Background: an optimization exercise with open tools, aiming at small area, a short achievable clock period and few clock cycles. Do not read the settings as production practice.
Only simulation tests tie the RTL to the original design; equivalence was not proved.
Power is estimated from default activity; no workload was simulated.

==> flow/design.v <==
`timescale 1ns / 1ps
module sign_exten(
	input [15:0] i_16,
	output [31:0] o_32
    );
	assign o_32 = {{16{i_16[15]}}, i_16[15:0]};
endmodule
`timescale 1ns / 1ps
module Regs(
    input clk,
    input rst,
    input [4:0] reg_R_addr_A,
    input [4:0] reg_R_addr_B,
    input [4:0] reg_W_addr,
    input [31:0] wdata,
    input reg_we,
    output [31:0] rdata_A,
    output [31:0] rdata_B
    );
	 reg [31:0] register [1:31];
	 integer i;
	 assign rdata_A = (reg_R_addr_A==0)?0:register[reg_R_addr_A];
	 assign rdata_B = (reg_R_addr_B==0)?0:register[reg_R_addr_B];
	 always @ (posedge clk or posedge rst) begin
		if (rst==1) begin
			for (i=1;i<32;i=i+1)
			register [i] <= {31{1'b0}};		 
		end else begin
			if ((reg_W_addr != 0) && (reg_we == 1))
				register[reg_W_addr] <= wdata;
		end
	end
endmodule
`timescale 1ns / 1ps
module CPU(
	input [5:0] Op,
	input [3:0] state,
	output reg [3:0] next,
	output wire PCWriteCond, PCWrite, IorD, MemRead, MemWrite, MemtoReg, IRWrite, ALUSrcA, RegWrite, RegDst,
	output wire [1:0] PCSource, ALUOp, ALUSrcB
    );
	wire R = (Op==6'h0);
	wire LW = (Op==6'h23);
	wire SW = (Op==6'h2B);
	wire BEQ = (Op==6'h4);
	wire J = (Op==6'h2);
	always @(*) begin 
		case (state)
			0: next <= 1;
			1: begin 
					if (J) next <= 9;
					else if (BEQ) next <= 8;
					else if (R) next <= 6;
					else next <= 2;
				end
			2: begin
					if (SW) next <= 5;
					else if (LW) next <= 3;
					else next <= 0;
				end
			3: next <= 4;
			6: next <= 7;
			default: next <= 0;
		endcase
	end
	assign MemRead = (state == 0) || (state == 3);
	assign IRWrite = (state == 0);
	assign PCWrite = (state == 0) || (state == 9);
	assign PCWriteCond = (state == 8);
	assign IorD = (state == 3) || (state == 5);
	assign MemWrite = (state == 5);
	assign MemtoReg = (state == 4);
	assign PCSource[0] = (state == 8);
	assign PCSource[1] = (state == 9);
	assign ALUOp[1] = (state == 6);
	assign ALUOp[0] = (state == 8);
	assign ALUSrcB[1] = (state == 1) || (state == 2);
	assign ALUSrcB[0] = (state == 0) || (state == 1);
	assign ALUSrcA = (state == 2) || (state == 6) || (state == 8);
	assign RegWrite = (state == 4) || (state == 7);
	assign RegDst = (state == 7);
endmodule
`timescale 1ns / 1ps
module ALUctrl(
    input wire [1:0] ALUop,
    input wire [5:0] Func,
    output reg [2:0] ALUoper
    );
	 always @(*) begin
		case (ALUop)  
			2'b10: case (Func)
				6'b100000: ALUoper <= 3'b010;  
				6'b100010: ALUoper <= 3'b110;  
				6'b100100: ALUoper <= 3'b000;  
				6'b100101: ALUoper <= 3'b001;  
				6'b101010: ALUoper <= 3'b111;  
				6'b100111: ALUoper <= 3'b100;  
				default: ALUoper <= 3'b010;
			endcase
			2'b01: ALUoper<=3'b110;  
			default: ALUoper<=3'b010;  
		endcase
	end
endmodule
`timescale 1ns / 1ps
module ALU(
    input [31:0] A, B, 
    input [2:0] O, 
    output reg [31:0] result, 
    output zero
);
    always @* case (O)
        3'b000: result <= A & B;	 
        3'b001: result <= A | B;	 
        3'b010: result <= A + B;	 
        3'b110: result <= A - B;	 
        3'b100: result <= ~ (A | B);  
        3'b111: result <= (A < B) ? 32'h1 : 32'h0;	 
        default: result <= 32'h0;
    endcase
    assign zero = (result==0);
endmodule
`timescale 1ns / 1ps
module mips_multi(
	input clk, rst,
	output [29:0] mem_addr,
	output mem_we,
	output [31:0] mem_wdata,
	input [31:0] mem_rdata
    );
	reg [31:0] PC;
	reg [31:0] IR;
	reg [31:0] ALUout;
	reg [31:0] MDR;
	reg [31:0] A, B;
	reg [3:0] state;
	wire [3:0] next;
	wire zero, PCW;
	wire PCWriteCond, PCWrite, IorD, MemRead, MemWrite, MemtoReg, IRWrite, ALUSrcA, RegWrite, RegDst;
	wire [1:0] PCSource, ALUOp, ALUSrcB;
	wire [31:0] jump, ALUresult, sign_extend, PC_in;
	wire [31:0] _A, _B;
	wire [27:0] tmp;
	assign tmp = IR[25:0] << 2;
	assign jump = {PC[31:28], tmp};
	CPU multi(IR[31:26], state, next, PCWriteCond, PCWrite, IorD, MemRead, MemWrite, MemtoReg, IRWrite, ALUSrcA, RegWrite, RegDst, PCSource, ALUOp, ALUSrcB);
	wire [31:0] byte_addr;
	assign byte_addr = IorD == 0 ? PC : ALUout;
	assign mem_addr = byte_addr[31:2];
	assign mem_we = MemWrite;
	assign mem_wdata = B;
	sign_exten a0(IR[15:0], sign_extend);
	wire [2:0] O;
	ALUctrl alu_ctr(ALUOp, IR[5:0], O);
	wire [31:0] alu_b;
	assign alu_b = ALUSrcB == 2'b00 ? B :
						ALUSrcB == 2'b01 ? 4 :
						ALUSrcB == 2'b10 ? sign_extend : sign_extend << 2;
	ALU alu(ALUSrcA == 0 ? PC : A, alu_b, O, ALUresult, zero);
	wire [4:0] W_addr;
	wire [31:0] W_data;
	assign W_addr = RegDst == 0 ? IR[20:16] : IR[15:11];
	assign W_data = MemtoReg == 1 ? MDR : ALUout;
	Regs r(clk, rst, IR[25:21], IR[20:16], W_addr, W_data, RegWrite, _A, _B);
	assign PCW = (zero & PCWriteCond) | PCWrite;
	assign PC_in = PCSource == 2'b00 ? ALUresult :
						PCSource == 2'b01 ? ALUout :
						PCSource == 2'b10 ? jump : 0;
	always @ (posedge clk or posedge rst) begin
		if (rst) begin
			state <= 0;
			PC <= 0;
		end else begin
			state <= next;
			if (PCW) PC <= PC_in;
		end
	end
	always @ (posedge clk) begin
		if (MemRead) MDR <= mem_rdata;
		if (MemRead & IRWrite) IR <= mem_rdata;
		ALUout <= ALUresult;
		A <= _A;
		B <= _B;
	end
endmodule
==> flow/run.sh <==
#!/bin/bash
# synth_recipe.tcl (not shown) runs the flow's synth.tcl, then flattens the netlist and writes it again
# the make line also repeats each setting of config.mk as NAME=value (left out here)
make -C /OpenROAD-flow-scripts/flow DESIGN_CONFIG=/design/flow/config.mk WORK_HOME=/design/flow/orfs CLKGATE_MAP_FILE= SYNTH_SCRIPT=/design/flow/synth_recipe.tcl finish
==> flow/config.mk <==
export PLATFORM = sky130hd
export DESIGN_NAME = mips_multi
export DESIGN_NICKNAME = mips_multi
export VERILOG_FILES = /design/flow/design.v
export SDC_FILE = /design/flow/constraint.sdc
export NUM_CORES = 4
export LEC_CHECK = 0
export CAP_MARGIN = 20
export CORE_MARGIN = 2
export CORE_UTILIZATION = 40
export SLEW_MARGIN = 20
==> flow/constraint.sdc <==
create_clock -name core_clock -period 8.5 [get_ports {clk}]
set_input_delay 1.7000 -clock core_clock [delete_from_list [all_inputs] [get_ports {clk}]]
set_output_delay 1.7000 -clock core_clock [all_outputs]
set_load 0.01 [all_outputs]
==> results.yml <==
global_route:
  total_routing_usage_reported_by_global_routing_pct: 39.4
  largest_net_degree_at_the_start_of_global_routing: 161
  global_route_wire_length_before_repair_um: 425000
  grt_pass1_vias: 54800
  grt_antenna_before_repair: 21
  grt.overflow.total: 0
synth:
  synthArstFlopShare_pct: 86.5
  yosys_register_bits: 1188
  synthesis.yosys.warnings: 6
  synth-main-ff-cell: "sky130_fd_sc_hd__dfrtp_1"
  syn_inst: 6507
  synth-edff-count: 64
  cell_area_after_synthesis_sq_um: 59200
  ys_types: 87
  yosysSeqAreaShare_pct: 49.9
  avgSynthCellArea_sq_um: 9.10
  syn-num-nets: 6642
floorplanning:
  io_pins: 97
  core.rowCount: 141
  floorplan.core_area_sq_um: 147000
  dieHeight_um: 389
  dieArea_sq_um: 151000
  floorplan.die.width_um: 389
  start_util_pct: 40.2
drt:
  final_antenna_net_count: 0
  via_count: 59200
  drt_initial_violations: 11600
  post_drt_via_cell_ratio: 7.07
  detail_route.drc_violations: 0
  route.detailed.wl_per_inst_um: 36.5
  drt_pre_antenna_iters: 12
  route.final.wire_length_um: 306000
worst_setup_path:
  worstPathArrival_ps: 8060
  timing_worst_setup_path_type: "reg -> reg"
  crit_path_frequent_cell: "sky130_fd_sc_hd__buf_4"
  critPathLaunchType: "flop"
  crit_chain: "buf_4 -> nor2b_1 -> and2_1 -> a221o_1 -> inv_1 -> ha_1 -> nor2b_1 -> a2111oi_1 -> a21oi_1 -> buf_4 -> a211oi_1 -> nand2b_1 -> a32o_1 -> a311o_1 -> or4_1 -> or4_4 -> nor4_4 -> nor3_2 -> buf_4 -> mux2_1"
  critPathMaxFanout: 27
  timing.reg2reg.setup_slack_ps: 1080
  cp_max_stage_cell: "sky130_fd_sc_hd__dfrtp_1"
  worst-endpoint-required_ps: 9140
  worstSetupEndpointType: "flop"
  worst_path_largest_cell_delay_ps: 810
sta:
  post-route-min-period_ps: 7420
  unrepaired_setup_endpoints_after_global_routing: "false"
  worst_pin_slew_ps: 1280
  timing.final.crit_share_pct: 87.3
  timing_max_transition_violations_final: 0
  setup_slack_ps: 1080
  fin_setup_tns_ps: 0
  timing.clock.skew_ps: 37.5
  whs_ps: 499
  fmax_mhz: 135
  worst_case_headroom_to_the_max_slew_limit_pct: 14.3
  finalHoldViolations: 0
  setup_violations: 0
layout:
  seq_area_sq_um: 29600
  multiInputGateArea_sq_um: 27800
  fin_util_pct: 45.7
  share_of_layout_cells_above_drive_strength_1_pct: 9.01
  final_nets: 6469
  area_growth_syn_to_layout_pct: 13.6
  finalInstanceArea_sq_um: 67300
  mostFrequentLayoutCell: "sky130_fd_sc_hd__dfrtp_1"
  fill_cells: 13900
  most-common-layout-cells: "1028 x sky130_fd_sc_hd__dfrtp_1, 713 x sky130_fd_sc_hd__a21oi_1, 670 x sky130_fd_sc_hd__nor2_1"
power:
  power.static_leakage_uw: 0.0285
  irDropWorstVdd_mv: 0.216
  cellPowerDensity_nw_per_um2: 429
clock_tree:
  tritoncts_clock_tree: "done"
  clockBufferDepth: 3
  clock_sinks: 1188
  number_of_gates_resized_after_cts: 0
  cts_buffers: 121
  htree_num_levels: 3
  holdBufCountCts: 0
  post-cts-setup-buffer-count: 0
  worst_skew_pair.late_latency_ps: 780
  cts-root-buf: "sky130_fd_sc_hd__clkbuf_16"
  cts.clk_slew.worst_paths_ps: 60
placed_design:
  globalplace.congestion: 0.976
  post-place-ws_ps: 1130
  buffer_ports.inserted: 96
  placedInstanceArea_sq_um: 62800
  post-dp-hpwl_um: 181000
run_status:
  outcome: "complete, no violations"
min_path:
  worst_hold_path_type: "reg -> reg"
flow_run:
  max-cap-violations: 0
[layer usage]
metal / track usage, % / up-vias / part of all wire [%]
met1: 49.0 / 28500 / 36
met3: 15.7 / 1627 / 15
met2: 56.5 / 5435 / 41
met5: 0 / - / 0.086
li1: - / 23600 / -
met4: 25.4 / 30 / 8.0
[cell type report]
| type | instances | area share (%) |
|---|---|---|
| antenna | 14 | 0.0521 |
| clock buffer | 171 | 5.28 |
| multi-input combinational | 4598 | 41.4 |
| inverter | 130 | 0.731 |
| tap | 1930 | 3.59 |
| timing repair buffer | 295 | 3.90 |
| clock inverter | 55 | 1.08 |
| sequential | 1188 | 44.0 |
[through the flow]
step | std cells | power, uW
3_5_place_dp | 8136 | 22300
4_1_cts | 8362 | 28100
3_3_place_gp | 8135 | 22200
2_1_floorplan | 6507 | 16800
5_1_grt | 8367 | 29900
6_report | 8381 | 28800
[flip-flops by register name, summed over array words and instances, names as in the netlist]
| register | flops |
|---|---|
| r.register | 992 |
| MDR | 32 |
| state | 4 |
| IR | 32 |
| ALUout | 32 |
| PC | 32 |
| B | 32 |
| A | 32 |
[cell families after synthesis]
family,share of synthesized area [%]
AND/OR/NAND/NOR,13.7
buffers and inverters,4.64
XOR/XNOR,0.266
AO/OA/AOI/OAI,27.8
flip-flops,49.9
adder cells (fa/ha/maj),2.16
multiplexers,1.54
[cells in the mapped netlist, drive strengths merged, types with 96 or more instances]
master	number	area, sq um
a221oi	261	2290
a21oi	716	3590
o21ai	614	3070
nand2	681	2560
a22o	261	2290
ha	99	1240
dfrtp	1028	25700
dfxtp	96	1920
nand3	101	505
inv	130	488
nor2	749	2810
nand4	132	826
a22oi	353	2650
clkbuf	542	2030
[where the power goes]
part,leakage [uW],internal (uW),switching [uW]
Clock,0.00212,3360,2480
Combinational,0.0109,4020,9010
Sequential,0.0155,7860,2110
Total,0.0285,15200,13600
[worst max-delay path, delay by kind of cell, from the launching register on]
| family | cells | cell delay (ps) |
|---|---|---|
| AOI/OAI and AO/OA | 6 | 2220 |
| adders and majority gates | 1 | 250 |
| buffers and inverters | 4 | 970 |
| DFF | 1 | 810 |
| muxes | 1 | 370 |
| and+or+nand+nor | 8 | 2650 |
[worst paths after layout]
kind,startpoint,to,cells after the start
max,state[1],PC[22],20
min,r.register[1][21],r.register[1][21],2
max reg2reg,state[1],PC[22],20
min reg2reg,r.register[1][21],r.register[1][21],2
max in group asynchronous,rst,r.register[25][5],4
min in group asynchronous,rst,r.register[29][20],2
Testbench counts, summed over its fixed seeds: cycles 170,476.

==> afterwards: timing with drivers on the ports <==
The results above use ideal ports. As a check the final layout listed here was re-extracted and re-timed, cells and wires unchanged. Step 1 sets driving cells, clkbuf_16 on the clock port and buf_2 on the other inputs (assumed; they add their load-dependent delay and slew). Step 2 moves the port delays by t, midway between the first and last clock arrival at a register: inputs arrive t later, outputs are due t later. That takes back most of the time a late clock gives input paths. Three values: ideal ports, drivers, drivers and shift; two values: the first two.
t (ns): 0.837
setup WS [ns]: 1.079 / 1.079 / 1.079
worst register clock-pin slew, ns: 0.08 / 0.08
After both steps this run still meets setup and hold. For this run, drivers alone change the setup slack by 0.000 ns; drivers and shift together by 0.000 ns.
